This design comes from an exercise in tuning for small area on the open sky130 flow, not from production work. The RTL was checked by simulation tests, not by an equivalence proof against the original design. No activity file was given, so power comes from the tool's default toggle rates.

==> flow/design.v <==
module alu_top (
    input             clk,
    input      [15:0] a,
    input      [15:0] b,
    input      [2:0]  opcode,
    input             mode,
    output reg [15:0] result,
    output reg        za,
    output reg        zb,
    output reg        eq,
    output reg        gt,
    output reg        lt
);
    reg [15:0] a_q, b_q;
    reg [2:0]  opcode_q;
    reg        mode_q;
    wire [15:0] alu_out;
    wire        za_w, zb_w, eq_w, gt_w, lt_w;
    ALU u_alu (.a(a_q), .b(b_q), .opcode(opcode_q), .mode(mode_q),
               .outALU(alu_out), .za(za_w), .zb(zb_w), .eq(eq_w), .gt(gt_w), .lt(lt_w));
    always @(posedge clk) begin
        a_q      <= a;
        b_q      <= b;
        opcode_q <= opcode;
        mode_q   <= mode;
        result   <= alu_out;
        za       <= za_w;
        zb       <= zb_w;
        eq       <= eq_w;
        gt       <= gt_w;
        lt       <= lt_w;
    end
endmodule

module arith(a, b, opcode, mode, divz, tn, gt, lt, result);
input [15:0] a;
input [15:0] b;
input [2:0] opcode;
input mode;
input divz;              
input [3:0] tn;          
output gt, lt;           
output [15:0] result;
genvar i, j;
wire [16:0] g, l;
assign g[0] = 1'b0;
assign l[0] = 1'b0;
generate
for (i = 0; i < 16; i = i + 1) begin : cmp
    assign g[i+1] = (a[i] & ~b[i]) | ((a[i] | ~b[i]) & g[i]);
    assign l[i+1] = (~a[i] & b[i]) | ((~a[i] | b[i]) & l[i]);
end
endgenerate
assign gt = g[16];
assign lt = l[16];
wire m0    = ~mode & ~opcode[2];
wire mult  = m0 & ~opcode[1] & opcode[0];
wire div   = m0 & opcode[1] & opcode[0];
wire keepx = m0 & (~opcode[0] | opcode[1]);
wire sub   = opcode[1];
wire divok = div & ~divz;
wire sw    = gt | mult;
wire [15:0] L = sw ? a : b;
wire [15:0] S = sw ? b : a;
wire [15:0] Y = S ^ {16{sub}};
wire [15:0] hz;
assign hz[0] = divok;
generate
for (j = 1; j < 16; j = j + 1) begin : hzc
    assign hz[j] = divok & ~|S[15:16-j];
end
endgenerate
wire g0 = keepx | (mult & a[0]);
wire [15:0] X [0:16];
wire [15:0] sel;
assign X[16] = L & {16{keepx}};
generate
for (j = 15; j >= 0; j = j - 1) begin : row
    wire [16:j] c;
    wire [15:j] t;
    assign c[j] = (j == 0) ? (sub & g0) : sub;
    for (i = j; i < 16; i = i + 1) begin : bc
        wire x = X[j+1][i];
        wire y = (j == 0) ? (Y[i] & g0) : Y[i-j];
        assign t[i] = x ^ y ^ c[i];
        assign c[i+1] = (x & y) | (x & c[i]) | (y & c[i]);
    end
    if (j == 0) begin : s0
        assign sel[j] = hz[j] & c[16];
        assign X[j] = t;
    end else begin : sj
        assign sel[j] = (mult & a[j]) | (hz[j] & c[16]);
        assign X[j][15:j] = sel[j] ? t : X[j+1][15:j];
        assign X[j][j-1:0] = X[j+1][j-1:0];
    end
end
endgenerate
wire divsel = ~opcode[2] & opcode[1] & opcode[0];
generate
for (i = 0; i < 16; i = i + 1) begin : res
    wire lu = ~tn[{a[i], b[i]}];
    assign result[i] = mode ? lu : (divsel ? sel[i] : X[0][i]);
end
endgenerate
endmodule
module logic_unit(a, b, opcode, tn, za, zb);
input [15:0] a;
input [15:0] b;
input [2:0] opcode;
output [3:0] tn;         
output za, zb;
reg [3:0] t;
always @(*)
begin
	case(opcode)
	3'b000: t = 4'b1000;	 
	3'b001: t = 4'b1110;	 
	3'b010: t = 4'b0001;	 
	3'b011: t = 4'b0111;	 
	3'b100: t = 4'b0011;	 
	3'b101: t = 4'b0101;	 
	3'b110: t = 4'b0110;	 
	default: t = 4'b1001;	 
	endcase
end
assign tn = ~t;
assign za = ~|a;
assign zb = ~|b;
endmodule
module ALU( a, b, opcode, mode, outALU, za, zb, eq, gt, lt);
input [15:0] a;
input [15:0] b;
input [2:0] opcode;
input mode;
output [15:0] outALU;
output za, zb, eq, gt, lt;
wire [3:0] tn;
logic_unit l1 (.a(a), .b(b), .opcode(opcode), .tn(tn), .za(za), .zb(zb));
arith a1 (.a(a), .b(b), .opcode(opcode), .mode(mode), .divz(za | zb), .tn(tn),
          .gt(gt), .lt(lt), .result(outALU));
assign eq = ~(gt | lt);
endmodule
==> flow/flow/run.sh <==
#!/bin/bash
# Layout flow: the standard flow (standard.sh), with module arith of the
# design replaced by a cell-level netlist of the same function written by
# flow/gen_core.py, and the ports buffered with buf_1 cells.
set -euo pipefail
python3 flow/gen_core.py design.v design_core.v > gen_core.log 2>&1
bash standard.sh VERILOG_FILES="$PWD/design_core.v" \
    "BUFFER_PORTS_ARGS=-buffer_cell sky130_fd_sc_hd__buf_1" finish > standard.log 2>&1
==> flow/flow/gen_core.py <==
#!/usr/bin/env python3
"""Write a cell-level (sky130hd) netlist of module arith, equivalent to the
module arith in rtl/ArithUnit.v, and put it in place of that module.

usage: gen_core.py design.v out.v      (replace module arith in design.v)
       gen_core.py - out.v             (write module arith alone)

The array rows use full adders (fa_1) except in the columns listed in FAST,
where the carry goes through a mux2i: it inverts, so the rows' carry chains
alternate between the full adder's slow falling and fast rising edge.
Signals are tracked with their polarity so that the restoring multiplexers
are mux2i cells and few inverters are needed.
"""
import os
import re
import sys

FAST = {1, 3, 5, 7, 9, 11, 13, 15}   # columns (bit positions) with a mux2i carry
if os.environ.get("GEN_FAST"):
    FAST = {int(v) for v in os.environ["GEN_FAST"].split(",")}


class Netlist:
    def __init__(self):
        self.insts = []
        self.wires = []
        self.n = 0
        self.invcache = {}

    def wire(self):
        self.n += 1
        w = "n%d" % self.n
        self.wires.append(w)
        return w

    def cell(self, typ, out, **pins):
        """Add a cell; out is the output pin name (or a tuple); returns net(s)."""
        outs = out if isinstance(out, tuple) else (out,)
        nets = {o: self.wire() for o in outs}
        conn = dict(pins)
        conn.update(nets)
        self.n += 1
        self.insts.append((typ, "g%d" % self.n, conn))
        r = tuple(nets[o] for o in outs)
        return r if isinstance(out, tuple) else r[0]

    def inv(self, net, typ="inv_1"):
        if net not in self.invcache:
            y = self.cell(typ, "Y", A=net)
            self.invcache[net] = y
            self.invcache[y] = net
        return self.invcache[net]

    def pol(self, lit, inv):
        """net carrying lit (net, inverted) with the polarity inv."""
        net, i = lit
        return net if i == inv else self.inv(net)

    def verilog(self, name, ports):
        out = ["module %s(%s);" % (name, ", ".join(p for p, _, _ in ports))]
        for p, d, w in ports:
            out.append("  %s %s%s;" % (d, "[%d:0] " % (w - 1) if w > 1 else "", p))
        for w in self.wires:
            out.append("  wire %s;" % w)
        for typ, nm, conn in self.insts:
            c = ", ".join(".%s(%s)" % (k, v) for k, v in conn.items())
            out.append("  sky130_fd_sc_hd__%s %s (%s);" % (typ, nm, c))
        return out


def build():
    N = Netlist()
    a = ["a[%d]" % i for i in range(16)]
    b = ["b[%d]" % i for i in range(16)]
    op = ["opcode[%d]" % i for i in range(3)]
    assigns = []

    # --- comparators: g, l chains alternating polarity -------------------
    class Lazy:
        def __init__(self, nets):
            self.nets = nets

        def __getitem__(self, i):
            return N.inv(self.nets[i])
    an = Lazy(a)
    bn = Lazy(b)
    g = ("", False)
    l = ("", False)
    for i in range(16):
        if i == 0:
            g = (N.cell("nor2_1", "Y", A=an[0], B=b[0]), False)      # a0 & ~b0
            l = (N.cell("nand2_1", "Y", A=an[0], B=b[0]), True)      # ~(~a0 & b0)
        elif i % 2 == 1:
            # g true, l inverted in; p = a|~b, q = a&~b
            p = N.cell("nand2_1", "Y", A=an[i], B=b[i])
            q = N.cell("nor2_1", "Y", A=an[i], B=b[i])
            gn = N.cell("a21oi_1", "Y", A1=N.pol(g, False), A2=p, B1=q)
            lt = N.cell("o21ai_1", "Y", A1=q, A2=N.pol(l, True), B1=p)
            g, l = (gn, True), (lt, False)
        else:
            # g inverted, l true in; pn = ~a&b, qn = ~a|b
            pn = N.cell("nor2_1", "Y", A=a[i], B=bn[i])
            qn = N.cell("nand2_1", "Y", A=a[i], B=bn[i])
            gt = N.cell("o21ai_1", "Y", A1=pn, A2=N.pol(g, True), B1=qn)
            ln = N.cell("a21oi_1", "Y", A1=qn, A2=N.pol(l, False), B1=pn)
            g, l = (gt, False), (ln, True)
    assigns.append("  assign gt = %s;" % N.pol(g, False))
    assigns.append("  assign lt = %s;" % N.pol(l, False))

    # --- decode -----------------------------------------------------------
    m0 = N.cell("nor2_1", "Y", A="mode", B=op[2])
    op1n = N.inv(op[1])
    multn = N.cell("nand3_1", "Y", A=m0, B=op[0], C=op1n)
    mult = N.inv(multn)
    divzn = N.inv("divz")
    divokn = N.cell("nand4_1", "Y", A=m0, B=op[0], C=op[1], D=divzn)
    divok = N.inv(divokn)
    t = N.cell("nand2_1", "Y", A=op[0], B=op1n)                   # ~op0 | op1
    keepxn = N.cell("nand2_1", "Y", A=m0, B=t)
    sub = (op[1], False)
    sw = N.cell("nand2_1", "Y", A=N.pol(g, True), B=multn)       # gt | mult

    # --- operand order ------------------------------------------------------
    swn = [N.cell("inv_2", "Y", A=sw) for _ in range(4)]   # ~sw, 8 loads each
    # ~S = ~(sw ? b : a)
    Sn = [N.cell("mux2i_1", "Y", A0=b[i], A1=a[i], S=swn[i // 4]) for i in range(16)]
    Y = [N.cell("xnor2_1", "Y", A=Sn[i], B=op[1]) for i in range(16)]  # S ^ sub

    def xinit(k, inv):
        """X[16][k] = keepx & L[k], with polarity inv."""
        if not inv:
            # ~L = ~(sw ? a : b)
            Ln = N.cell("mux2i_1", "Y", A0=a[k], A1=b[k], S=swn[k // 4])
            return N.cell("nor2_1", "Y", A=Ln, B=keepxn)
        L = N.cell("mux2i_1", "Y", A0=an[k], A1=bn[k], S=swn[k // 4])
        return N.cell("nand2_1", "Y", A=L, B=N.inv(keepxn))

    # --- H[j] = divok & S[15:16-j] == 0 -----------------------------------
    H = {0: divok}
    for j in range(1, 13):
        H[j] = N.cell("and2_1", "X", A=H[j - 1], B=Sn[16 - j])
    A4 = N.cell("nand4_1", "Y", A=Sn[15], B=Sn[14], C=Sn[13], D=Sn[12])
    B4 = N.cell("nand4_1", "Y", A=Sn[11], B=Sn[10], C=Sn[9], D=Sn[8])
    C4 = N.cell("nand4_1", "Y", A=Sn[7], B=Sn[6], C=Sn[5], D=Sn[4])
    H[13] = N.cell("nor4_1", "Y", A=A4, B=B4, C=C4,
                   D=N.cell("nand2_1", "Y", A=Sn[3], B=divok))
    H[14] = N.cell("nor4_1", "Y", A=A4, B=B4, C=C4,
                   D=N.cell("nand3_1", "Y", A=Sn[3], B=Sn[2], C=divok))
    H[15] = N.cell("nor4_1", "Y", A=A4, B=B4, C=C4,
                   D=N.cell("nand4_1", "Y", A=Sn[3], B=Sn[2], C=Sn[1], D=divok))

    # Y with buffered copies of both polarities for the wide columns
    Yl = {}
    for m in range(16):
        if 16 - m > 6:
            yn = N.cell("inv_2", "Y", A=Y[m])
            Yl[m] = {False: N.cell("inv_2", "Y", A=yn), True: yn}
        else:
            Yl[m] = {False: Y[m], True: None}

    def ylit(m, p):
        if Yl[m][p] is None:
            Yl[m][p] = N.inv(Y[m], "inv_2")
        return Yl[m][p]

    # row 0 takes its operand only when g0 = keepx | (mult & a[0])
    keepx = N.inv(keepxn)
    g0n = N.cell("a21oi_1", "Y", A1=mult, A2=a[0], B1=keepx)
    Yg = {}

    def ylit0(m, p):
        if (m, p) not in Yg:
            if not p:
                Yg[(m, p)] = N.cell("nor2_1", "Y", A=ylit(m, True), B=g0n)
            else:
                Yg[(m, p)] = N.cell("nand2_1", "Y", A=ylit(m, False), B=N.inv(g0n))
        return Yg[(m, p)]

    def cin0(p):
        if not p:
            return N.cell("nor2_1", "Y", A=N.inv(op[1]), B=g0n)
        return N.cell("nand2_1", "Y", A=op[1], B=N.inv(g0n))

    # --- the array ----------------------------------------------------------
    def is_m(j, k):
        return k in FAST and k != j

    def carry_pols(j, p0, ci=True):
        """polarity of the carry into each cell of row j, from p0 at bit j.
        Rows below 15 select the carry out of bit j+1 with a mux2i between
        two precomputed candidates (for both values of sel[j+1])."""
        cp = {j: p0}
        for k in range(j, 16):
            if k == j + 1:
                cp[k + 1] = (not pc[j + 1]) if ci else pc[j + 1]
            else:
                cp[k + 1] = cp[k] ^ is_m(j, k)
        return cp

    def x_need(j, p0, ci=True):
        """polarity row j needs for x at each bit (None: any)."""
        cp = carry_pols(j, p0, ci)
        return {k: (None if is_m(j, k) else cp[k]) for k in range(j, 16)}

    # carry polarity at the low end of each row (True: inverted); chosen so
    # that few restoring muxes keep the polarity (mux2 instead of mux2i)
    pc = {15: False}
    csinv = {15: True}   # carry select of row j by a mux2i (else mux2)
    xin = {}             # xin[j] = (net, inverted): X[16][j]
    lsum = {}            # lsum[j] = (net, inverted): sum of row j's low bit

    def choose_pc(j):
        """carry polarity at the low end of row j-1: the one that lets the
        most restoring muxes of row j invert (mux2i rather than mux2)."""
        best = None
        for p0 in (False, True):
            for ci in (True, False):
                need = x_need(j - 1, p0, ci)
                cost = sum(1 for k in range(j, 16)
                           if need[k] is not None and need[k] == xrow[k][1])
                cost += 0 if ci or j - 1 > 14 else 1
                if best is None or cost < best[0]:
                    best = (cost, p0, ci)
        return best[1], best[2]

    xrow = {}            # xrow[k] = (net, inverted): running X bit k
    sel = [None] * 16
    selraw = [None] * 16
    qlit = [None] * 16
    for j in range(15, -1, -1):
        if j == 0:
            c = (cin0(pc[0]), pc[0])
        else:
            c = (N.pol(sub, pc[j]), pc[j])
        xrow[j] = (xinit(j, pc[j]), pc[j])
        xin[j] = xrow[j]
        T = {}
        for k in range(j, 16):
            x = xrow[k]
            d = c[1]
            yn = ylit(k - j, d) if j else ylit0(k, d)   # y with polarity d
            if k == j + 1:
                # carry out = maj(x, y, c) for x = X[16][k] (sel[k] = 0) or
                # x = low-bit sum of row k (sel[k] = 1), chosen by sel[k]
                q = pc[k]
                cq = N.pol(c, q)
                yq = ylit(1, q) if j else ylit0(1, q)
                w0 = N.cell("maj3_1", "X", A=xin[k][0], B=yq, C=cq)
                w1 = N.cell("maj3_1", "X", A=lsum[k][0], B=yq, C=cq)
                sr = selraw[k]
                if sr[1]:
                    A0, A1 = w1, w0
                else:
                    A0, A1 = w0, w1
                if csinv[j]:
                    co = N.cell("mux2i_1", "Y", A0=A0, A1=A1, S=sr[0])
                else:
                    co = N.cell("mux2_1", "X", A0=A0, A1=A1, S=sr[0])
                if is_m(j, k):
                    h = N.cell("xor2_1", "X", A=x[0], B=yn)
                    tn = N.cell("xor2_1", "X", A=h, B=c[0])
                    T[k] = (tn, x[1])
                else:
                    assert x[1] == d, (j, k)
                    _, s_sum = N.cell("fa_1", ("COUT", "SUM"), A=x[0], B=yn, CIN=c[0])
                    T[k] = (s_sum, d)
                c = (co, (not q) if csinv[j] else q)
                continue
            if is_m(j, k):
                # h = x ^ y; carry = h ? c : y (y == x when h == 0)
                h = N.cell("xor2_1", "X", A=x[0], B=yn)
                hi = x[1] ^ d                     # h net = h ^ hi
                if not hi:
                    co = N.cell("mux2i_1", "Y", A0=yn, A1=c[0], S=h)
                else:
                    co = N.cell("mux2i_1", "Y", A0=c[0], A1=yn, S=h)
                # h_net ^ c_net = h ^ c ^ x[1]: T with the polarity of x
                tn = N.cell("xor2_1", "X", A=h, B=c[0])
                T[k] = (tn, x[1])
                c = (co, not d)
            else:
                assert x[1] == d, (j, k)
                co, s_sum = N.cell("fa_1", ("COUT", "SUM"), A=x[0], B=yn, CIN=c[0])
                T[k] = (s_sum, d)
                c = (co, d)
        lsum[j] = T[j]
        # quotient / select bit: sel = ma | (H & c16), ma = mult & a[j]
        if j == 0:
            # quotient bit 0; row 0's sum is the final X
            if c[1]:
                qlit[0] = (N.cell("nor2_1", "Y", A=divokn, B=c[0]), False)
            else:
                qlit[0] = (N.cell("nand2_1", "Y", A=divok, B=c[0]), True)
            for k in range(16):
                xrow[k] = T[k]
            break
        if True:
            if c[1]:
                man = N.cell("nand2_1", "Y", A=mult, B=a[j])
                s_ = (N.cell("o21ai_1", "Y", A1=N.inv(H[j]), A2=c[0], B1=man), False)
            else:
                ma = N.cell("nor2_1", "Y", A=multn, B=an[j])
                s_ = (N.cell("a21oi_1", "Y", A1=H[j], A2=c[0], B1=ma), True)
        selraw[j] = s_
        if 16 - j > 3:
            sb = (N.cell("inv_4" if 16 - j > 8 else "inv_2", "Y", A=s_[0]),
                  not s_[1])
        else:
            sb = s_
        sel[j] = sb
        qlit[j] = s_ if not s_[1] else sb
        # restoring muxes
        if j > 0:
            pc[j - 1], csinv[j - 1] = choose_pc(j)
        need = x_need(j - 1, pc[j - 1], csinv[j - 1]) if j > 0 else {k: None for k in range(16)}
        for k in range(j, 16):
            x = xrow[k]
            tk = T[k]
            assert tk[1] == x[1]
            s_ = selraw[j] if k == j + 1 else sel[j]
            if s_[1]:
                A0, A1 = tk[0], x[0]
            else:
                A0, A1 = x[0], tk[0]
            want = need[k]
            if want is None or want != x[1]:
                xrow[k] = (N.cell("mux2i_1", "Y", A0=A0, A1=A1, S=s_[0]), not x[1])
            else:
                if os.environ.get("GEN_DEBUG"):
                    print("mux2", j, k, want, x[1], is_m(j - 1, k) if j > 0 else None)
                xrow[k] = (N.cell("mux2_1", "X", A0=A0, A1=A1, S=s_[0]), x[1])
    # --- result: mode ? ~tn[{a,b}] : (divsel ? q : X) --------------------
    dsn = N.cell("nand3_1", "Y", A=N.inv(op[2]), B=op[1], C=op[0])   # ~divsel
    dsb = [N.cell("inv_2", "Y", A=dsn) for _ in range(2)]             # divsel
    mb = [N.cell("inv_2", "Y", A=N.cell("inv_2", "Y", A="mode")) for _ in range(2)]
    t = ["tn[%d]" % i for i in range(4)]
    for k in range(16):
        # ARn = ~(divsel ? q : X)
        xk = xrow[k]
        qk = qlit[k]
        if xk[1] and qk[1]:
            arn = N.cell("mux2_1", "X", A0=xk[0], A1=qk[0], S=dsb[k // 8])
        else:
            arn = N.cell("mux2i_1", "Y", A0=N.pol(xk, False), A1=N.pol(qk, False),
                         S=dsb[k // 8])
        # LUn = ~lu = tn[{a,b}]
        lun = N.cell("mux4_1", "X", A0=t[0], A1=t[1], A2=t[2], A3=t[3],
                     S0=b[k], S1=a[k])
        r = N.cell("mux2i_1", "Y", A0=arn, A1=lun, S=mb[k // 8])
        assigns.append("  assign result[%d] = %s;" % (k, r))

    ports = [("a", "input", 16), ("b", "input", 16), ("opcode", "input", 3),
             ("mode", "input", 1), ("divz", "input", 1), ("tn", "input", 4),
             ("gt", "output", 1), ("lt", "output", 1), ("result", "output", 16)]
    lines = N.verilog("arith", ports) + assigns + ["endmodule"]
    return "\n".join(lines) + "\n", N


def main():
    src, dst = sys.argv[1], sys.argv[2]
    mod, N = build()
    if src == "-":
        text = mod
    else:
        text = open(src).read()
        m = re.search(r"^\s*module\s+arith\s*\(.*?^\s*endmodule\b", text, re.S | re.M)
        assert m, "module arith not found"
        text = text[:m.start()] + "\n" + mod + text[m.end():]
    open(dst, "w").write(text)
    cnt = {}
    for typ, _, _ in N.insts:
        cnt[typ] = cnt.get(typ, 0) + 1
    print("arith: %d cells" % len(N.insts), sorted(cnt.items()))


if __name__ == "__main__":
    main()
==> flow/standard.sh <==
#!/bin/bash
# synth_recipe.tcl (not shown) runs the flow's synth.tcl, then flattens the netlist and writes it again
# the make line also repeats each setting of config.mk as NAME=value (left out here)
make -C /OpenROAD-flow-scripts/flow DESIGN_CONFIG=/design/flow/config.mk WORK_HOME=/design/flow/orfs CLKGATE_MAP_FILE= SYNTH_SCRIPT=/design/flow/synth_recipe.tcl "${@:-finish}"
==> flow/config.mk <==
export PLATFORM = sky130hd
export DESIGN_NAME = alu_top
export DESIGN_NICKNAME = alu_top
export VERILOG_FILES = /design/flow/design.v
export SDC_FILE = /design/flow/constraint.sdc
export NUM_CORES = 4
export LEC_CHECK = 0
export ABC_AREA = 1
export CAP_MARGIN = 20
export CORE_MARGIN = 2
export CORE_UTILIZATION = 60
export CTS_BUF_LIST = sky130_fd_sc_hd__clkbuf_4 sky130_fd_sc_hd__clkbuf_8
export SLEW_MARGIN = 20
==> flow/constraint.sdc <==
create_clock -name core_clock -period 45.0 [get_ports {clk}]
set_input_delay 9.0000 -clock core_clock [delete_from_list [all_inputs] [get_ports {clk}]]
set_output_delay 9.0000 -clock core_clock [all_outputs]
set_load 0.01 [all_outputs]
==> flow_summary.yaml, run 1 <==
power_and_ir_drop:
  p_total_mw: 0.312
  ir_drop_uv: 28.3
  p_leak_nw: 4.26
  power_density_nw_per_um2: 34.3
route:
  viasPerCell: 5.88
  wl_per_cell_um: 21.1
  post-route-drc-count: 0
  ant_nets: 0
  vias: 6691
  totalWireLength_um: 24000
  drt_pass1_iterations: 5
  initialDrtViolationCount: 421
clocking:
  clock_latency_ps: 370
  cts_buffers: 9
  cts_tree: "built"
  root_buffer: "clkbuf_8"
  cts.clk_slew.worst_paths_ps: 70
  post-cts-setup-buffers: 0
  cts_sinks: 57
  clk_path_buf_depth: 2
  htree_levels: 3
sta:
  slew_violations: 0
  fin_crit_ps: 42240
  tns_ps: 0
  fmax_ghz: 0.0237
  timing.final.crit_share: 0.939
  setup_viol: 0
  slew_headroom: 0.413
  rsz0062_at_grt: "false"
  worst_pin_slew_ps: 876
  hold_violations: 0
  skew_ps: 15.5
worst_setup_path:
  worstRegToRegCells: 173
  slowest_stage: "fa_1"
  critPathTopFamily: "adder cells"
  end_kind: "flop"
  worstPathRequired_ps: 45290
  r2r_end: "result[15]"
  reg2reg_slack_ps: 2760
  cp_common_cell: "mux2i_1"
  r2r-start: "a_q[1]"
  crit_type: "flop to flop"
  start_kind: "flop"
  worst-path-buf-inv: 8
  max_stage_delay_ps: 490
  cp.arrival_ps: 42530
  crit_fanout: 15
global_routing:
  antenna_found_initial: 0
  grt_pass1_wl_um: 37800
  grt_util_all_layers: 0.337
  grt_pass1_vias: 7075
  grt_max_degree: 33
  grt-ovfl-total: 0
logic_synthesis:
  ys_types: 21
  yosysSeqAreaShare: 0.135
  synth_nets: 991
  ys_ff_latch: 57
  postSynthCellCount: 882
  yosysWarnings: 2
  syn_area_sq_um: 8420
  synth_area_per_cell_sq_um: 9.55
layout:
  diodes: 0
  area_growth_pct: 8.07
  finalNetCount: 1062
  drive_above_1_share: 0.0804
worst_hold_path:
  min_to: "result[13]"
  hp-start: "a_q[13]"
  hold_path.class: "flop to flop"
  whs_path_depth: 2
floorplan:
  num_io_pins: 58
  initial_core_util: 0.611
  fp-row-count: 43
  die_h_um: 122
  die-area_sq_um: 15000
  die_width_um: 122
  core_sq_um: 13800
outcome:
  status: "complete, no violations"
placement:
  place_congestion: 0.908
  portBuffers: 57
  hpwl_um: 19100
flow_run:
  maxCapViolCount: 0
==> what timing repair did <==
| item | in CTS | in global routing |
|---|---|---|
| resized for setup | 0 | 9 |
| hold buffers | 0 | 0 |
| endpoints found under the setup margin | 0 | 6 |
==> power breakdown <==
part | switching (mW) | total [mW] | internal [mW] | leakage (nW)
sequential | 0.00434 | 0.0609 | 0.0566 | 0.480
clock | 0.0243 | 0.0458 | 0.0215 | 0.0887
combinational | 0.121 | 0.205 | 0.0836 | 3.70
total | 0.150 | 0.312 | 0.162 | 4.26
==> stage by stage <==
step	setup slack [ps]	std cells	hold WS [ps]	utilization	cell area [sq um]
after floorplan	8160	882	533	-	8420
after global placement	3880	1122	668	0.645	8880
after detailed placement	2380	1122	675	0.645	8880
after CTS	2090	1138	691	0.658	9060
after global routing	5.25	1138	727	0.661	9100
final	2760	1138	681	0.661	9100
==> registers in the layout (all words and copies together) (netlist names), 3 cells and up <==
signal    cells
a_q          16
b_q          16
result       16
opcode_q      3
==> worst max path at each step <==
stage,cells past startpoint,to,from
after floorplan,158,result[15],opcode_q[1]
after global placement,173,result[15],a_q[1]
after detailed placement,173,result[15],a_q[1]
after CTS,173,result[15],a_q[1]
after global routing,173,result[15],a_q[1]
final,173,result[15],a_q[1]
==> final cells by class <==
class	instances	area (sq um)
clock buffer	10	138
clock inverter	6	42.5
fill	1207	4670
inverter	110	430
multi-input combinational	715	6890
sequential	57	1140
tap	180	225
timing repair buffer	60	236
==> cell usage in the layout (no fill, tap or decap), drive strengths merged, types with 5 or more instances in the layout <==
| cell | instances |
|---|---|
| mux2i | 244 |
| xor2 | 128 |
| inv | 111 |
| fa | 72 |
| nor2 | 67 |
| buf | 60 |
| nand2 | 59 |
| dfxtp | 57 |
| maj3 | 30 |
| a21oi | 24 |
| o21ai | 23 |
| mux4 | 16 |
| xnor2 | 16 |
| and2 | 12 |
| mux2 | 11 |
| clkbuf | 10 |
| nand4 | 5 |
==> kinds of logic (layout without fill, tap and decap cells) <==
group                    Yosys count  count (layout)  share of synthesized area
multiplexers                     271             271                      0.355
AND/OR/NAND/NOR                  150             150                     0.0735
XOR/XNOR                         144             144                      0.150
buffers and inverters            110             186                     0.0511
adder cells (fa/ha/maj)          102             102                      0.207
flip-flops                        57              57                      0.135
AO/OA/AOI/OAI                     48              48                     0.0287
==> layer usage <==
layer | share of wire | vias up | track usage
met4 | 0.043 | 0 | 0.166
met2 | 0.49 | 219 | 0.567
met1 | 0.42 | 3280 | 0.423
met3 | 0.049 | 66 | 0.0493
met5 | 0 | - | 0
li1 | - | 3126 | -
==> tightest hold or removal path, cell delays in order, from the launching register on <==
cell and delay, ps:
dfxtp_1 350, mux4_1 210, mux2i_1 70
==> synthesized netlist by cell type <==
| cell | n | area share |
|---|---|---|
| mux4_1 | 16 | 0.050 |
| xor2_1 | 128 | 0.13 |
| nor4_1 | 3 | 0.0022 |
| nand3_1 | 3 | 0.0018 |
| a31oi_1 | 1 | 0.00074 |
| or2_1 | 1 | 0.00074 |
| inv_2 | 41 | 0.018 |
| inv_4 | 7 | 0.0052 |
| and2_1 | 12 | 0.0089 |
| inv_1 | 62 | 0.028 |
| xnor2_1 | 16 | 0.017 |
| mux2_1 | 11 | 0.015 |
| fa_1 | 72 | 0.17 |
| nand2_1 | 59 | 0.026 |
| o21ai_1 | 23 | 0.014 |
| mux2i_1 | 244 | 0.29 |
| dfxtp_1 | 57 | 0.14 |
| maj3_1 | 30 | 0.036 |
| nor2_1 | 67 | 0.030 |
| a21oi_1 | 24 | 0.014 |
| nand4_1 | 5 | 0.0037 |
==> inputs of run 2 (changes only) <==
--- a/flow/flow/gen_core.py
+++ b/flow/flow/gen_core.py
@@ -16,6 +16,9 @@
 import sys
 
 FAST = {1, 3, 5, 7, 9, 11, 13, 15}   # columns (bit positions) with a mux2i carry
+CS = set(range(10))          # rows whose carry out of bit j+1 is selected
+if os.environ.get("GEN_CS") is not None:
+    CS = {int(v) for v in os.environ["GEN_CS"].split(",") if v}
 if os.environ.get("GEN_FAST"):
     FAST = {int(v) for v in os.environ["GEN_FAST"].split(",")}
 
@@ -191,7 +194,7 @@
         two precomputed candidates (for both values of sel[j+1])."""
         cp = {j: p0}
         for k in range(j, 16):
-            if k == j + 1:
+            if k == j + 1 and j in CS:
                 cp[k + 1] = (not pc[j + 1]) if ci else pc[j + 1]
             else:
                 cp[k + 1] = cp[k] ^ is_m(j, k)
@@ -218,7 +221,9 @@
                 need = x_need(j - 1, p0, ci)
                 cost = sum(1 for k in range(j, 16)
                            if need[k] is not None and need[k] == xrow[k][1])
-                cost += 0 if ci or j - 1 > 14 else 1
+                cost += 0 if ci or j - 1 not in CS else 1
+                if j - 1 in CS and p0 != pc[j]:
+                    cost += 3          # inverter on the carry into the select
                 if best is None or cost < best[0]:
                     best = (cost, p0, ci)
         return best[1], best[2]
@@ -239,7 +244,7 @@
             x = xrow[k]
             d = c[1]
             yn = ylit(k - j, d) if j else ylit0(k, d)   # y with polarity d
-            if k == j + 1:
+            if k == j + 1 and j in CS:
                 # carry out = maj(x, y, c) for x = X[16][k] (sel[k] = 0) or
                 # x = low-bit sum of row k (sel[k] = 1), chosen by sel[k]
                 q = pc[k]
--- a/flow/config.mk
+++ b/flow/config.mk
@@ -8,6 +8,6 @@
 export ABC_AREA = 1
 export CAP_MARGIN = 20
 export CORE_MARGIN = 2
-export CORE_UTILIZATION = 60
+export CORE_UTILIZATION = 68
 export CTS_BUF_LIST = sky130_fd_sc_hd__clkbuf_4 sky130_fd_sc_hd__clkbuf_8
 export SLEW_MARGIN = 20
==> run 2 against run 1 <==
  * Still clean on timing, DRC and antenna
  * Area after synthesis fell by 1.9%
  * Die area down 13%
  * Synthesized cell count shrank 2.7%
  * Sequential share of layout area is 0.16 points higher
  * Worst hold slack got worse by 49 ps
  * Critical path type unchanged
  * Largest cell class unchanged
==> flow_summary.yaml, run 2 <==
logic_synthesis:
  synth_top_cell_by_area: "mux2i_1"
  ys_ff_latch: 57
  postSynthCellCount: 858
  async_flop_share: 0
  yosysSeqAreaShare: 0.138
  ys_types: 21
  synthTopCellsByArea: "mux2i_1 (29%), fa_1 (17%), dfxtp_1 (14%)"
  synth_nets: 967
  syn_area_sq_um: 8260
  synth_top_area_frac: 0.290
  synthTopCellsByCount: "mux2i_1 (239), xor2_1 (128), fa_1 (72)"
  yosysMostFrequentCell: "mux2i_1"
  synth_area_per_cell_sq_um: 9.63
  yosysWarnings: 2
  synth-edff-count: 0
  ys.flop_type: "dfxtp_1"
layout:
  largestRegisters: "a_q: 16 flops, b_q: 16 flops, result: 16 flops"
  final_util: 0.755
  layout_commonest_cell: "mux2i_1"
  area_growth_pct: 8.88
  finalNetCount: 1045
  diodes: 0
  final_cell_mix: "mux2i_1 (236), xor2_1 (128), fa_1 (72)"
  drive_above_1_share: 0.0947
power_and_ir_drop:
  p_total_mw: 0.307
  p_sw_mw: 0.145
  p_int_mw: 0.163
  swShare: 0.470
  power_density_nw_per_um2: 34.2
  ir_drop_uv: 27.5
  p_clk_frac: 0.145
  power_frac_seq: 0.198
  p_leak_nw: 4.29
  combinationalPowerShare: 0.657
clocking:
  cts.clk_slew.worst_paths_ps: 80
  cts_buffers: 9
  clock_latency_ps: 360
  htree_levels: 3
  clk_path_buf_depth: 2
  cts_sinks: 57
  cts_tree: "built"
  root_buffer: "clkbuf_8"
  cts_hold_buf: 0
worst_setup_path:
  r2r-start: "b_q[1]"
  reg2reg_slack_ps: 2460
  end_kind: "flop"
  r2r_end: "result[15]"
  critPathTopFamily: "adder cells"
  start_kind: "flop"
  worstRegToRegCells: 179
  worst-path-buf-inv: 9
  cp_common_cell: "mux2i_1"
  max_stage_delay_ps: 480
  slowest_stage: "mux2i_1"
  cp.arrival_ps: 42840
  crit_type: "flop to flop"
  worstPathRequired_ps: 45300
  crit_fanout: 14
route:
  drt_pass1_iterations: 6
  wl_per_cell_um: 20.5
  totalWireLength_um: 22300
  post-route-drc-count: 0
  initialDrtViolationCount: 446
  vias: 6722
  ant_nets: 0
  viasPerCell: 6.18
sta:
  slew_headroom: 0.341
  slew_violations: 0
  timing.final.crit_share: 0.945
  hold_violations: 0
  tns_ps: 0
  worst_pin_slew_ps: 988
  fin_crit_ps: 42540
  setup_viol: 0
  skew_ps: 14.1
  finalWorstSetupSlack_ps: 2460
  fmax_ghz: 0.0235
global_routing:
  grt_pass1_vias: 6859
  grt_util_all_layers: 0.355
  antenna_found_initial: 0
  grt-ovfl-total: 0
  grt_pass1_wl_um: 35400
  grt_max_degree: 38
worst_hold_path:
  hold_path.class: "flop to flop"
  min_to: "lt"
  hp-start: "b_q[15]"
  whs_path_depth: 2
floorplan:
  fp-row-count: 40
  die_h_um: 114
  die-area_sq_um: 13000
  die_width_um: 114
  initial_core_util: 0.693
  num_io_pins: 58
  core_sq_um: 11900
placement:
  place_congestion: 1.05
  hpwl_um: 17400
  portBuffers: 57
  pre_cts_ws_ps: 878
flow_run:
  maxCapViolCount: 0
outcome:
  status: "complete, no violations"
-- run 2: changes by cell type after synthesis --
cell and delta:
nand2_1 -4, maj3_1 -10, nor2_1 +3, a21oi_1 +1, mux2i_1 -5, inv_2 -2
mux2_1 +3, inv_1 -9, o21ai_1 -1
-- run 2: kinds of logic (layout without fill, tap and decap cells) --
logic type	count (synthesis)	count (layout)	synth area share
muxes	269	269	0.360
and+or+nand+nor	149	149	0.0745
xor gates and xnor gates	144	144	0.153
buffers and inverters	99	181	0.0471
adders and majority gates	92	92	0.199
DFF	57	57	0.138
AOI/OAI and AO/OA	48	48	0.0292
-- run 2: area by class of cell --
cell class	count	area, sq um
clock buffers	11	151
multi-input cells	702	6800
repair buffers	67	289
well taps	147	184
fillers	912	2920
flip-flops and latches	57	1140
inverters	99	394
clock inverters	4	28.8
-- run 2: how the worst max path moves through the flow --
stage                 from    endpoint  slack (ps)  depth (start not counted)
2_1_floorplan  opcode_q[1]  result[15]        7040                        164
4_1_cts             b_q[1]  result[15]         740                        177
6_report            b_q[1]  result[15]        2460                        179
5_1_grt             b_q[1]  result[15]        -150                        181
3_3_place_gp        a_q[1]  result[15]        2360                        179
3_5_place_dp        b_q[1]  result[15]         880                        177
-- run 2: timing repair --
item	in CTS	in global routing
hold endpoints to repair	0	0
endpoints found under the setup margin	0	11
gates resized for setup	0	19
setup buffers	0	9
-- run 2: metrics by stage --
step | instance area, sq um | std cells | hold slack [ps]
4_1_cts | 8850 | 1078 | 619
5_1_grt | 8990 | 1087 | 667
3_5_place_dp | 8670 | 1063 | 617
3_3_place_gp | 8670 | 1063 | 596
2_1_floorplan | 8260 | 858 | 533
6_report | 8990 | 1087 | 633
-- run 2: metal layers --
metal | track usage | part of all wire | wire [um] | up-vias
met5 | 0 | 0 | 0 | -
met4 | 0.124 | 0.035 | 776 | 0
met3 | 0.0524 | 0.074 | 1650 | 64
met2 | 0.598 | 0.48 | 10800 | 323
met1 | 0.471 | 0.41 | 9080 | 3275
li1 | - | - | - | 3060
-- run 2: power by group through the flow --
stage | Combinational [mW] | Clock, mW | Sequential, mW
3_3_place_gp | 0.186 | 0 | 0.0616
6_report | 0.202 | 0.0447 | 0.0609
3_5_place_dp | 0.195 | 0 | 0.0618
2_1_floorplan | 0.149 | 0 | 0.0636
5_1_grt | 0.221 | 0.0475 | 0.0615
4_1_cts | 0.197 | 0.0453 | 0.0607
-- run 2: worst min-delay path, cell delays in order, from the launching register on --
cell and delay [ps]:
dfxtp_1 370, nand2_1 110, o21ai_1 90
==> inputs of run 3 (changes only) <==
--- a/flow/flow/gen_core.py
+++ b/flow/flow/gen_core.py
@@ -16,7 +16,7 @@
 import sys
 
 FAST = {1, 3, 5, 7, 9, 11, 13, 15}   # columns (bit positions) with a mux2i carry
-CS = set(range(10))          # rows whose carry out of bit j+1 is selected
+CS = set(range(15))          # rows whose carry out of bit j+1 is selected
 if os.environ.get("GEN_CS") is not None:
     CS = {int(v) for v in os.environ["GEN_CS"].split(",") if v}
 if os.environ.get("GEN_FAST"):
--- a/flow/config.mk
+++ b/flow/config.mk
@@ -8,6 +8,6 @@
 export ABC_AREA = 1
 export CAP_MARGIN = 20
 export CORE_MARGIN = 2
-export CORE_UTILIZATION = 68
+export CORE_UTILIZATION = 60
 export CTS_BUF_LIST = sky130_fd_sc_hd__clkbuf_4 sky130_fd_sc_hd__clkbuf_8
 export SLEW_MARGIN = 20
==> run 3 against run 2 <==
  * Sequential cell count is the same
  * Area after synthesis grew 1.4%
  * Core utilization shrank 9.7 points
  * Cell area grew 0.71%
  * Global-route usage shrank 4.3 points
  * Sequential power is essentially flat
==> flow_summary.yaml, run 3 <==
sta:
  worst_pin_slew_ps: 1150
  fin_crit_ps: 41990
  setup_viol: 0
  hold_violations: 0
  rsz0062_at_grt: "false"
  slew_headroom: 0.233
  timing.final.crit_share: 0.933
  fmax_ghz: 0.0238
  tns_ps: 0
  slew_violations: 0
  finalWorstSetupSlack_ps: 3010
  skew_ps: 23.9
layout:
  multi_input_comb_area_sq_um: 6890
  finalNetCount: 1048
  largestRegisters: "a_q: 16 flops, b_q: 16 flops, result: 16 flops"
  final_util: 0.658
  drive_above_1_share: 0.0785
  layout_commonest_cell: "mux2i_1"
  area_growth_pct: 8.11
  fillerInstances: 1183
  diodes: 0
  seq_area_sq_um: 1140
  final_cell_mix: "mux2i_1 (237), xor2_1 (128), nor2_1 (72), fa_1 (72), buf_1 (57)"
worst_hold_path:
  whs_path_depth: 2
  min_to: "lt"
  hp-start: "b_q[15]"
  hold_path.class: "flop to flop"
floorplan:
  die_h_um: 122
  die-area_sq_um: 14900
  num_io_pins: 58
  initial_core_util: 0.608
  core_sq_um: 13800
  die_width_um: 122
  fp-row-count: 43
power_and_ir_drop:
  p_sw_mw: 0.144
  p_leak_nw: 4.30
  power_frac_seq: 0.198
  power_density_nw_per_um2: 33.8
  p_int_mw: 0.163
  ir_drop_uv: 24.0
  p_clk_frac: 0.151
  combinationalPowerShare: 0.651
  swShare: 0.469
logic_synthesis:
  syn_area_sq_um: 8380
  yosysWarnings: 2
  synth_area_per_cell_sq_um: 9.65
  synth-edff-count: 0
  synth_top_area_frac: 0.283
  synth_nets: 977
  ys_types: 21
  synthTopCellsByCount: "mux2i_1 (237), xor2_1 (128), fa_1 (72), nor2_1 (72), dfxtp_1 (57)"
  async_flop_share: 0
  synth_top_cell_by_area: "mux2i_1"
  postSynthCellCount: 868
  synthTopCellsByArea: "mux2i_1 (28%), fa_1 (17%), dfxtp_1 (14%)"
  ys.flop_type: "dfxtp_1"
  yosysMostFrequentCell: "mux2i_1"
  ys_ff_latch: 57
  yosysSeqAreaShare: 0.136
worst_setup_path:
  crit_type: "flop to flop"
  worstPathRequired_ps: 45280
  crit_fanout: 15
  start_kind: "flop"
  end_kind: "flop"
  r2r-start: "b_q[1]"
  reg2reg_slack_ps: 3010
  cp.arrival_ps: 42270
  cp_common_cell: "mux2i_1"
  r2r_end: "result[15]"
  slowest_stage: "fa_1"
  max_stage_delay_ps: 490
  worstRegToRegCells: 172
clocking:
  cts_buffers: 9
  cts.clk_slew.worst_paths_ps: 70
  cts_sinks: 57
  clk_path_buf_depth: 2
  root_buffer: "clkbuf_8"
  clock_latency_ps: 370
  cts_tree: "built"
  htree_levels: 3
global_routing:
  grt_pass1_vias: 6657
  grt_max_degree: 33
  grt_util_all_layers: 0.313
  grt-ovfl-total: 0
  antenna_found_initial: 0
  grt_pass1_wl_um: 35300
route:
  post-route-drc-count: 0
  totalWireLength_um: 22100
  drt_pass1_iterations: 5
  ant_nets: 0
  vias: 6332
  initialDrtViolationCount: 307
  wl_per_cell_um: 19.7
  viasPerCell: 5.64
placement:
  pre_cts_ws_ps: 2220
  place_congestion: 0.918
  portBuffers: 57
  hpwl_um: 17500
outcome:
  status: "complete, no violations"
flow_run:
  maxCapViolCount: 0
==> run 3: worst max-delay path, delay by kind of cell (launching register included) <==
family                   cells  cell delay [ps]
AND/OR/NAND/NOR              2              330
flip-flops                   1              440
XOR/XNOR                    16             3970
AO/OA/AOI/OAI               29             6000
multiplexers                73            14760
buffers and inverters        7             1260
adder cells (fa/ha/maj)     45            15100
==> run 3: what timing repair did <==
| action | CTS | global route |
|---|---|---|
| setup buffers | 0 | 0 |
| gates resized for setup | 0 | 10 |
| endpoints found under the setup margin | 0 | 7 |
| hold buffers | 0 | 0 |
==> run 3: layout make-up <==
type | instances | area share
Multi-Input combinational cell | 714 | 0.761
Sequential cell | 57 | 0.126
Inverter | 97 | 0.0424
Timing Repair Buffer | 60 | 0.0261
Tap cell | 180 | 0.0249
Clock buffer | 11 | 0.0167
Clock inverter | 4 | 0.00318
==> run 3: routing by layer <==
metal,vias up,GRT usage,part of all wire
li1,3086,-,-
met1,3036,0.408,0.45
met2,164,0.514,0.47
met3,46,0.0609,0.046
met4,0,0.120,0.033
met5,-,0,0
==> run 3: cell families (layout without fill, tap and decap cells) <==
kind of cell / after synthesis / in the layout / synth area share
flops: 57 / 57 / 0.136
compound gates: 48 / 48 / 0.0288
simple gates: 149 / 149 / 0.0735
mux: 271 / 271 / 0.358
buf+inv: 97 / 172 / 0.0455
xor+xnor: 144 / 144 / 0.151
fa+ha+maj: 102 / 102 / 0.208
==> run 3: how the worst max path moves through the flow <==
| stage | endpoint | depth (start not counted) | slack, ps | startpoint |
|---|---|---|---|---|
| global placement | result[15] | 171 | 3350 | b_q[1] |
| detailed placement | result[15] | 171 | 2220 | b_q[1] |
| global route | result[15] | 173 | 90 | b_q[1] |
| floorplan | result[15] | 171 | 8210 | b_q[1] |
| CTS | result[15] | 171 | 1970 | b_q[1] |
| finish | result[15] | 172 | 3010 | b_q[1] |
==> run 3: power groups by stage <==
stage | Sequential, mW | Clock [mW] | Combinational [mW]
detailed placement | 0.0618 | 0 | 0.197
global placement | 0.0617 | 0 | 0.190
global route | 0.0614 | 0.0492 | 0.221
floorplan | 0.0637 | 0 | 0.150
finish | 0.0608 | 0.0462 | 0.199
CTS | 0.0607 | 0.0474 | 0.198
==> run 3: per-stage QoR <==
stage               hold slack (ps)  cell area, sq um  total power, mW  cells
floorplan                       533              8380            0.214    868
global placement                611              8840            0.251   1108
detailed placement              623              8840            0.259   1108
CTS                             631              9020            0.307   1123
global route                    653              9060            0.332   1123
finish                          632              9060            0.306   1123
==> inputs of run 4 (changes only) <==
--- a/flow/design.v
+++ b/flow/design.v
@@ -61,16 +61,24 @@
 wire divok = div & ~divz;
 wire sw    = gt | mult;
 wire [15:0] L = sw ? a : b;
-wire [15:0] S = sw ? b : a;
-wire [15:0] Y = S ^ {16{sub}};
+wire e = sw ^ sub;
+wire [3:0] u = mode ? ~tn : {~sub, ~e, e, sub};
+wire [15:0] Y;
+genvar m;
+generate
+for (m = 0; m < 16; m = m + 1) begin : ycol
+    assign Y[m] = u[{a[m], b[m]}];
+end
+endgenerate
 wire [15:0] hz;
 assign hz[0] = divok;
 generate
 for (j = 1; j < 16; j = j + 1) begin : hzc
-    assign hz[j] = divok & ~|S[15:16-j];
+    assign hz[j] = divok & &Y[15:16-j];
 end
 endgenerate
 wire g0 = keepx | (mult & a[0]);
+wire g0y = g0 | mode;
 wire [15:0] X [0:16];
 wire [15:0] sel;
 assign X[16] = L & {16{keepx}};
@@ -81,7 +89,7 @@
     assign c[j] = (j == 0) ? (sub & g0) : sub;
     for (i = j; i < 16; i = i + 1) begin : bc
         wire x = X[j+1][i];
-        wire y = (j == 0) ? (Y[i] & g0) : Y[i-j];
+        wire y = (j == 0) ? (Y[i] & g0y) : Y[i-j];
         assign t[i] = x ^ y ^ c[i];
         assign c[i+1] = (x & y) | (x & c[i]) | (y & c[i]);
     end
@@ -95,13 +103,7 @@
     end
 end
 endgenerate
-wire divsel = ~opcode[2] & opcode[1] & opcode[0];
-generate
-for (i = 0; i < 16; i = i + 1) begin : res
-    wire lu = ~tn[{a[i], b[i]}];
-    assign result[i] = mode ? lu : (divsel ? sel[i] : X[0][i]);
-end
-endgenerate
+assign result = div ? sel : X[0];
 endmodule
 module logic_unit(a, b, opcode, tn, za, zb);
 input [15:0] a;
--- a/flow/flow/gen_core.py
+++ b/flow/flow/gen_core.py
@@ -124,19 +124,30 @@
     sw = N.cell("nand2_1", "Y", A=N.pol(g, True), B=multn)       # gt | mult
 
     # --- operand order ------------------------------------------------------
-    swn = [N.cell("inv_2", "Y", A=sw) for _ in range(4)]   # ~sw, 8 loads each
-    # ~S = ~(sw ? b : a)
-    Sn = [N.cell("mux2i_1", "Y", A0=b[i], A1=a[i], S=swn[i // 4]) for i in range(16)]
-    Y = [N.cell("xnor2_1", "Y", A=Sn[i], B=op[1]) for i in range(16)]  # S ^ sub
+    swn = [N.cell("inv_2", "Y", A=sw) for _ in range(2)]   # ~sw, 8 loads each
+    # Y[i] = u[{a[i], b[i]}]: S ^ sub (S = sw ? b : a), or the logic operation
+    # ~tn[{a[i], b[i]}] when mode is set
+    t = ["tn[%d]" % i for i in range(4)]
+    e = N.cell("xor2_1", "X", A=sw, B=op[1])                  # sw ^ sub
+    en = N.cell("xnor2_1", "Y", A=sw, B=op[1])
+    u = [None] * 4
+    u[0] = [N.cell("mux2i_1", "Y", A0=op1n, A1=t[0], S="mode")]       # sub
+    u[3] = [N.cell("mux2i_1", "Y", A0=op[1], A1=t[3], S="mode")]      # ~sub
+    u[1] = [N.cell("mux2i_1", "Y", A0=en, A1=t[1], S="mode") for _ in range(2)]  # e
+    u[2] = [N.cell("mux2i_1", "Y", A0=e, A1=t[2], S="mode") for _ in range(2)]   # ~e
+    Y = [N.cell("mux4_2", "X", A0=u[0][0], A1=u[1][i // 8], A2=u[2][i // 8],
+                A3=u[3][0], S0=b[i], S1=a[i]) for i in range(16)]
+    Sn = Y               # when dividing, Y = ~S
+
+    # X[16][k] = keepx & (sw ? a[k] : b[k]) = (a[k] & ka) | (b[k] & kb)
+    ka = [N.cell("nor2_1", "Y", A=keepxn, B=swn[i]) for i in range(2)]     # keepx & sw
+    kb = [N.cell("nor2_1", "Y", A=keepxn, B=sw) for i in range(2)]         # keepx & ~sw
 
     def xinit(k, inv):
         """X[16][k] = keepx & L[k], with polarity inv."""
         if not inv:
-            # ~L = ~(sw ? a : b)
-            Ln = N.cell("mux2i_1", "Y", A0=a[k], A1=b[k], S=swn[k // 4])
-            return N.cell("nor2_1", "Y", A=Ln, B=keepxn)
-        L = N.cell("mux2i_1", "Y", A0=an[k], A1=bn[k], S=swn[k // 4])
-        return N.cell("nand2_1", "Y", A=L, B=N.inv(keepxn))
+            return N.cell("a22o_1", "X", A1=a[k], A2=ka[k // 8], B1=b[k], B2=kb[k // 8])
+        return N.cell("a22oi_1", "Y", A1=a[k], A2=ka[k // 8], B1=b[k], B2=kb[k // 8])
 
     # --- H[j] = divok & S[15:16-j] == 0 -----------------------------------
     H = {0: divok}
@@ -169,14 +180,15 @@
     # row 0 takes its operand only when g0 = keepx | (mult & a[0])
     keepx = N.inv(keepxn)
     g0n = N.cell("a21oi_1", "Y", A1=mult, A2=a[0], B1=keepx)
+    g0yn = N.cell("a211oi_1", "Y", A1=mult, A2=a[0], B1=keepx, C1="mode")
     Yg = {}
 
     def ylit0(m, p):
         if (m, p) not in Yg:
             if not p:
-                Yg[(m, p)] = N.cell("nor2_1", "Y", A=ylit(m, True), B=g0n)
+                Yg[(m, p)] = N.cell("nor2_1", "Y", A=ylit(m, True), B=g0yn)
             else:
-                Yg[(m, p)] = N.cell("nand2_1", "Y", A=ylit(m, False), B=N.inv(g0n))
+                Yg[(m, p)] = N.cell("nand2_1", "Y", A=ylit(m, False), B=N.inv(g0yn))
         return Yg[(m, p)]
 
     def cin0(p):
@@ -334,24 +346,17 @@
                 if os.environ.get("GEN_DEBUG"):
                     print("mux2", j, k, want, x[1], is_m(j - 1, k) if j > 0 else None)
                 xrow[k] = (N.cell("mux2_1", "X", A0=A0, A1=A1, S=s_[0]), x[1])
-    # --- result: mode ? ~tn[{a,b}] : (divsel ? q : X) --------------------
-    dsn = N.cell("nand3_1", "Y", A=N.inv(op[2]), B=op[1], C=op[0])   # ~divsel
-    dsb = [N.cell("inv_2", "Y", A=dsn) for _ in range(2)]             # divsel
-    mb = [N.cell("inv_2", "Y", A=N.cell("inv_2", "Y", A="mode")) for _ in range(2)]
-    t = ["tn[%d]" % i for i in range(4)]
+    # --- result: div ? q : X ------------------------------------------------
+    divn = N.cell("nand3_1", "Y", A=m0, B=op[0], C=op[1])
+    dsb = [N.cell("inv_2", "Y", A=divn) for _ in range(2)]             # div
     for k in range(16):
-        # ARn = ~(divsel ? q : X)
         xk = xrow[k]
         qk = qlit[k]
-        if xk[1] and qk[1]:
-            arn = N.cell("mux2_1", "X", A0=xk[0], A1=qk[0], S=dsb[k // 8])
+        if not xk[1] and not qk[1]:
+            r = N.cell("mux2_1", "X", A0=xk[0], A1=qk[0], S=dsb[k // 8])
         else:
-            arn = N.cell("mux2i_1", "Y", A0=N.pol(xk, False), A1=N.pol(qk, False),
-                         S=dsb[k // 8])
-        # LUn = ~lu = tn[{a,b}]
-        lun = N.cell("mux4_1", "X", A0=t[0], A1=t[1], A2=t[2], A3=t[3],
-                     S0=b[k], S1=a[k])
-        r = N.cell("mux2i_1", "Y", A0=arn, A1=lun, S=mb[k // 8])
+            r = N.cell("mux2i_1", "Y", A0=N.pol(xk, True), A1=N.pol(qk, True),
+                       S=dsb[k // 8])
         assigns.append("  assign result[%d] = %s;" % (k, r))
 
     ports = [("a", "input", 16), ("b", "input", 16), ("opcode", "input", 3),
--- a/flow/config.mk
+++ b/flow/config.mk
@@ -10,4 +10,6 @@
 export CORE_MARGIN = 2
 export CORE_UTILIZATION = 60
 export CTS_BUF_LIST = sky130_fd_sc_hd__clkbuf_4 sky130_fd_sc_hd__clkbuf_8
+export CTS_CLUSTER_DIAMETER = 100
+export CTS_CLUSTER_SIZE = 30
 export SLEW_MARGIN = 20
==> run 4 against run 3 <==
  * Area after synthesis fell by 6.3%
  * Clock-buffer cell count increased by 1
  * Clock skew decreased by 11 ps
  * Core utilization rose by 1.3 points
  * Worst hold slack better by 5.9 ps
  * Die area down 6.1%
  * Still clean on timing, DRC and antenna
  * Wire length decreased by 11%
  * Synthesized cell count fell by 6.7%
  * Global-route usage decreased by 2.1 points
  * Critical endpoint is now result[0]
  * Sequential share of layout area increased by 0.77 points
  * Clock power down 1%
==> flow_summary.yaml, run 4 <==
outcome:
  status: "complete, no violations"
placement:
  place_congestion: 0.952
  portBuffers: 57
  dpl_cell_area_sq_um: 8310
  hpwl_um: 15800
worst_setup_path:
  crit_fanout: 15
  start_kind: "flop"
  critPathTopFamily: "multiplexers"
  worst-path-buf-inv: 8
  cp_common_cell: "mux2i_1"
  end_kind: "flop"
  slowest_stage: "mux4_2"
  cp.arrival_ps: 42510
  worstPathRequired_ps: 45290
  max_stage_delay_ps: 500
  crit_type: "flop to flop"
global_routing:
  grt_max_degree: 43
  grt-ovfl-total: 0
  grt_pass1_wl_um: 32400
  use_met2: 0.488
  grt_util_met3: 0.0391
  grt_pass1_vias: 6403
  grtUsageMet1: 0.386
  busiest_layer: "met2"
  antenna_found_initial: 0
  grt_util_all_layers: 0.292
layout:
  final_cell_mix: "mux2i_1 (192), xor2_1 (129), fa_1 (72)"
  layout_commonest_cell: "mux2i_1"
  area_growth_pct: 8.60
  seq_area_sq_um: 1140
  finalNetCount: 990
  final_area_sq_um: 8530
  drive_above_1_share: 0.0948
  diodes: 0
  fillerInstances: 1125
  multi_input_comb_area_sq_um: 6390
  largestRegisters: "a_q: 16 flops, b_q: 16 flops, result: 16 flops"
clocking:
  clk_path_buf_depth: 2
  cts_tree: "built"
  root_buffer: "clkbuf_8"
  cts_sinks: 57
  cts.clk_slew.worst_paths_ps: 70
  cts_buffers: 9
  htree_levels: 3
  cts_hold_buf: 0
  clock_latency_ps: 360
logic_synthesis:
  synthTopCellsByCount: "mux2i_1 (194), xor2_1 (129), fa_1 (72)"
  yosysMostFrequentCell: "mux2i_1"
  synth_top_cell_by_area: "mux2i_1"
  async_flop_share: 0
  syn_area_sq_um: 7850
  ys_ff_latch: 57
  yosysSeqAreaShare: 0.145
  synthTopCellsByArea: "mux2i_1 (25%), fa_1 (18%), dfxtp_1 (15%)"
  synth_area_per_cell_sq_um: 9.69
  postSynthCellCount: 810
  ys.flop_type: "dfxtp_1"
  synth-edff-count: 0
  synth_nets: 919
  synth_top_area_frac: 0.247
  yosysWarnings: 2
  ys_types: 23
route:
  post-route-drc-count: 0
  totalWireLength_um: 19600
  drt_pass1_iterations: 5
  wl_per_cell_um: 18.5
  ant_nets: 0
  initialDrtViolationCount: 312
  viasPerCell: 5.80
  vias: 6133
flow_run:
  maxCapViolCount: 0
sta:
  skew_ps: 12.8
  fmax_ghz: 0.0237
  worst_pin_slew_ps: 1010
  slew_violations: 0
  tns_ps: 0
  setup_viol: 0
  timing.final.crit_share: 0.938
  hold_violations: 0
  rsz0062_at_grt: "false"
  fin_crit_ps: 42220
  slew_headroom: 0.308
floorplan:
  fp-row-count: 41
  initial_core_util: 0.617
  core_sq_um: 12700
  num_io_pins: 58
  die-area_sq_um: 14000
  die_h_um: 118
  die_width_um: 118
power_and_ir_drop:
  power_density_nw_per_um2: 37.9
  p_leak_nw: 3.92
  ir_drop_uv: 22.2
worst_hold_path:
  hold_path.class: "flop to flop"
run 4: area by class of cell:
| cell class | instances | share of cell area |
|---|---|---|
| Clock inverter | 4 | 0.00323 |
| Inverter | 90 | 0.0420 |
| Timing Repair Buffer | 60 | 0.0277 |
| Sequential cell | 57 | 0.134 |
| Tap cell | 172 | 0.0252 |
| Clock buffer | 12 | 0.0186 |
| Multi-Input combinational cell | 663 | 0.749 |
run 4: tightest hold or removal path, stage by stage (launching register included):
cell and delay [ps]:
dfxtp_1 360, nand2_1 120, o21ai_1 100
run 4: what timing repair did:
item / 4_1_cts / 5_1_grt
setup endpoints to repair: 0 / 6
gates resized for setup: 0 / 10
setup buffers: 0 / 0
run 4: metal layers:
| metal | share of wire | vias up |
|---|---|---|
| met5 | 0 | - |
| met4 | 0.029 | 0 |
| met3 | 0.038 | 38 |
| met2 | 0.49 | 155 |
| met1 | 0.44 | 3044 |
| li1 | - | 2896 |
run 4: where the power goes:
part,internal (mW),switching (mW),leakage [nW]
Clock,0.0235,0.0222,0.0880
Sequential,0.0595,0.00428,0.480
Combinational,0.0908,0.123,3.35
Total,0.174,0.150,3.92
run 4: path summary, 6_finish.rpt:
path	from	endpoint	slack [ps]	depth (start not counted)
max reg2reg	b_q[2]	result[0]	2780	173
min reg2reg	b_q[15]	lt	640	2
max	b_q[2]	result[0]	2780	173
min	b_q[15]	lt	640	2
run 4: cells by family after synthesis:
group	after synthesis	synth area share
AO/OA/AOI/OAI	65	0.0496
AND/OR/NAND/NOR	137	0.0727
XOR/XNOR	130	0.145
multiplexers	229	0.320
adder cells (fa/ha/maj)	102	0.222
buffers and inverters	90	0.0453
flip-flops	57	0.145
run 4: stage by stage:
stage / setup WS (ps) / util / std cells / hold WS [ps] / total power [mW]
floorplan: 8200 / - / 810 / 530 / 0.230
finish: 2780 / 0.670 / 1058 / 638 / 0.323
global placement: 3380 / 0.653 / 1042 / 626 / 0.268
global route: 38.1 / 0.670 / 1058 / 694 / 0.352
CTS: 2020 / 0.668 / 1058 / 627 / 0.323
detailed placement: 2220 / 0.653 / 1042 / 618 / 0.276
==> inputs of run 5 (changes only) <==
--- a/flow/flow/gen_core.py
+++ b/flow/flow/gen_core.py
@@ -166,7 +166,7 @@
     # Y with buffered copies of both polarities for the wide columns
     Yl = {}
     for m in range(16):
-        if 16 - m > 6:
+        if 16 - m > int(os.environ.get("GEN_YBUF", "16")):
             yn = N.cell("inv_2", "Y", A=Y[m])
             Yl[m] = {False: N.cell("inv_2", "Y", A=yn), True: yn}
         else:
@@ -234,6 +234,7 @@
                 cost = sum(1 for k in range(j, 16)
                            if need[k] is not None and need[k] == xrow[k][1])
                 cost += 0 if ci or j - 1 not in CS else 1
+                cost += 0 if p0 else 1     # a22o rather than a22oi for X[16]
                 if j - 1 in CS and p0 != pc[j]:
                     cost += 3          # inverter on the carry into the select
                 if best is None or cost < best[0]:
@@ -273,14 +274,10 @@
                     co = N.cell("mux2i_1", "Y", A0=A0, A1=A1, S=sr[0])
                 else:
                     co = N.cell("mux2_1", "X", A0=A0, A1=A1, S=sr[0])
-                if is_m(j, k):
-                    h = N.cell("xor2_1", "X", A=x[0], B=yn)
-                    tn = N.cell("xor2_1", "X", A=h, B=c[0])
-                    T[k] = (tn, x[1])
-                else:
-                    assert x[1] == d, (j, k)
-                    _, s_sum = N.cell("fa_1", ("COUT", "SUM"), A=x[0], B=yn, CIN=c[0])
-                    T[k] = (s_sum, d)
+                # this cell's carry is not used: its sum by two xors
+                h = N.cell("xor2_1", "X", A=x[0], B=yn)
+                tn = N.cell("xor2_1", "X", A=h, B=c[0])
+                T[k] = (tn, x[1])
                 c = (co, (not q) if csinv[j] else q)
                 continue
             if is_m(j, k):
--- a/flow/config.mk
+++ b/flow/config.mk
@@ -10,6 +10,4 @@
 export CORE_MARGIN = 2
 export CORE_UTILIZATION = 60
 export CTS_BUF_LIST = sky130_fd_sc_hd__clkbuf_4 sky130_fd_sc_hd__clkbuf_8
-export CTS_CLUSTER_DIAMETER = 100
-export CTS_CLUSTER_SIZE = 30
 export SLEW_MARGIN = 20
==> run 5 against run 4 <==
  * Wire length increased by 1.5%
  * Area after synthesis decreased by 0.70%
  * Synthesized cell count decreased by 0.37%
  * Largest power group unchanged
  * Clock skew increased by 7.2 ps
  * Still clean
  * Register-to-register slack improved by 210 ps
  * Cell area decreased by 0.25%
  * Highest routed layer unchanged
==> flow_summary.yaml, run 5 <==
logic_synthesis:
  synth_nets: 909
  syn_area_sq_um: 7800
  synthTopCellsByCount: "mux2i_1 (194), xor2_1 (143), fa_1 (65)"
  yosysWarnings: 2
  yosysSeqAreaShare: 0.146
  synth_top_cell_by_area: "mux2i_1"
  async_flop_share: 0
  ys_types: 23
  ys_ff_latch: 57
  synth_area_per_cell_sq_um: 9.66
  postSynthCellCount: 807
  yosysMostFrequentCell: "mux2i_1"
  synth_top_area_frac: 0.249
  ys.flop_type: "dfxtp_1"
  synthTopCellsByArea: "mux2i_1 (25%), fa_1 (17%), xor2_1 (16%)"
  synth-edff-count: 0
placement:
  hpwl_um: 15600
  portBuffers: 57
  pre_cts_ws_ps: 2180
  place_congestion: 0.971
route:
  drt_pass1_iterations: 5
  vias: 6120
  totalWireLength_um: 19800
  post-route-drc-count: 0
  viasPerCell: 5.80
  initialDrtViolationCount: 364
  wl_per_cell_um: 18.8
  ant_nets: 0
layout:
  final_cell_mix: "mux2i_1 (193), xor2_1 (143), fa_1 (65)"
  finalNetCount: 980
  fillerInstances: 1084
  diodes: 0
  layout_commonest_cell: "mux2i_1"
  drive_above_1_share: 0.0838
  largestRegisters: "a_q: 16 flops, b_q: 16 flops, result: 16 flops"
  area_growth_pct: 9.10
clocking:
  clk_path_buf_depth: 2
  post-cts-setup-buffers: 0
  root_buffer: "clkbuf_8"
  clock_latency_ps: 370
  cts_buffers: 9
  cts_tree: "built"
  cts.clk_slew.worst_paths_ps: 80
  cts_sinks: 57
  htree_levels: 3
power_and_ir_drop:
  swShare: 0.451
  power_density_nw_per_um2: 39.2
  ir_drop_uv: 28.2
  power_frac_seq: 0.192
  p_int_mw: 0.183
  combinationalPowerShare: 0.643
  p_leak_nw: 3.91
  p_sw_mw: 0.151
  p_clk_frac: 0.165
sta:
  skew_ps: 20.0
  hold_violations: 0
  fmax_ghz: 0.0238
  tns_ps: 0
  setup_viol: 0
  rsz0062_at_grt: "false"
  worst_pin_slew_ps: 1040
  timing.final.crit_share: 0.934
  slew_violations: 0
  fin_crit_ps: 42020
  slew_headroom: 0.286
  finalWorstSetupSlack_ps: 2980
  hold_ws_ps: 634
outcome:
  status: "complete, no violations"
worst_setup_path:
  start_kind: "flop"
  crit_type: "flop to flop"
  slowest_stage: "mux4_2"
  r2r-start: "a_q[1]"
  cp_common_cell: "mux2i_1"
  end_kind: "flop"
  crit_fanout: 14
  cp.arrival_ps: 42260
  worstRegToRegCells: 170
  worstPathRequired_ps: 45240
  reg2reg_slack_ps: 2980
  r2r_end: "result[15]"
  max_stage_delay_ps: 670
global_routing:
  antenna_found_initial: 0
  grt_util_all_layers: 0.297
  grt_pass1_wl_um: 32300
  grt-ovfl-total: 0
  grt_max_degree: 45
  grt_pass1_vias: 6348
flow_run:
  maxCapViolCount: 0
worst_hold_path:
  hold_path.class: "flop to flop"
  hp-start: "b_q[15]"
  whs_path_depth: 2
  min_to: "lt"
floorplan:
  initial_core_util: 0.615
  num_io_pins: 58
  fp-row-count: 41
  die-area_sq_um: 13900
  die_width_um: 118
  die_h_um: 118
  core_sq_um: 12700
run 5: how the worst max path moves through the flow:
stage | startpoint | to | slack [ps] | cells after the start
after floorplan | b_q[1] | result[0] | 8110 | 170
after global placement | b_q[1] | result[15] | 3230 | 170
after detailed placement | b_q[1] | result[15] | 2180 | 170
after CTS | a_q[1] | result[15] | 2020 | 171
after global routing | b_q[1] | result[0] | 150 | 171
final | a_q[1] | result[15] | 2980 | 170
run 5: worst max-delay path: cells and delay by family, from the launching register on:
kind            cells  cell delay (ps)
simple gates        4              830
mux                73            14800
compound gates     30             6780
xor+xnor           13             3540
flops               1              370
fa+ha+maj          45            14680
buf+inv             5              820
run 5: layout make-up:
cell class / count / area [sq um] / share of cell area
Clock buffer: 11 / 139 / 0.0163
Clock inverter: 5 / 80.1 / 0.00941
Inverter: 80 / 318 / 0.0374
Multi-Input combinational cell: 670 / 6370 / 0.749
Sequential cell: 57 / 1140 / 0.134
Tap cell: 172 / 215 / 0.0253
Timing Repair Buffer: 60 / 240 / 0.0282
run 5: through the flow:
stage	instances	util	cell area (sq um)	power, mW
floorplan	807	-	7800	0.231
global placement	1039	0.651	8250	0.269
detailed placement	1039	0.651	8250	0.277
CTS	1055	0.669	8470	0.334
global route	1055	0.671	8510	0.363
finish	1055	0.671	8510	0.334
run 5: power by group through the flow:
stage | Combinational (mW) | Clock, mW | Sequential [mW]
after global routing | 0.239 | 0.0585 | 0.0652
after floorplan | 0.162 | 0 | 0.0684
final | 0.214 | 0.0551 | 0.0641
after CTS | 0.213 | 0.0568 | 0.0641
after detailed placement | 0.212 | 0 | 0.0653
after global placement | 0.204 | 0 | 0.0650
run 5: timing repair:
action	CTS	global route
gates resized for setup	0	9
setup endpoints to repair	0	7
hold buffers	0	0
run 5: kinds of logic (layout without fill, tap and decap cells):
kind of cell	after synthesis	in the layout	synth area share
XOR/XNOR	144	144	0.162
multiplexers	229	229	0.323
buffers and inverters	80	156	0.0408
adder cells (fa/ha/maj)	95	95	0.205
AND/OR/NAND/NOR	137	137	0.0732
AO/OA/AOI/OAI	65	65	0.0499
flip-flops	57	57	0.146
run 5: metal layers:
metal | global-route usage | part of all wire | vias up
met5 | 0 | 0 | -
met4 | 0.0949 | 0.021 | 0
met3 | 0.0397 | 0.038 | 28
met2 | 0.515 | 0.50 | 164
met1 | 0.383 | 0.44 | 3016
li1 | - | - | 2912

## port drivers added, routing unchanged
The flow's constraints put no driver on any port. The routed layouts listed below were extracted and timed again, unchanged, in two steps. Step 1 (the two cells are an assumption about what drives the block):
set clk [get_ports {clk}]
set_driving_cell -lib_cell sky130_fd_sc_hd__clkbuf_16 $clk
set_driving_cell -lib_cell sky130_fd_sc_hd__buf_2 [delete_from_list [all_inputs] $clk]
Step 2, shift: input delay + t, output delay - t, t = (earliest + latest rising clock arrival at the registers) / 2. This alone moves slack from input paths to output paths. Three values: no drivers, after step 1, after step 2; two values: the first two.
run	t (ns)	setup slack, ns	latest minus earliest clock arrival (ns)
run 1	0.400	2.759 / 2.759 / 2.759	0.015 / 0.015
run 2	0.387	2.457 / 2.457 / 2.457	0.014 / 0.014
run 3	0.395	3.011 / 3.011 / 3.011	0.024 / 0.024
run 4	0.390	2.776 / 2.776 / 2.776	0.012 / 0.012
run 5	0.398	2.982 / 2.982 / 2.982	0.020 / 0.020
After both steps setup and hold are still met in every run listed.
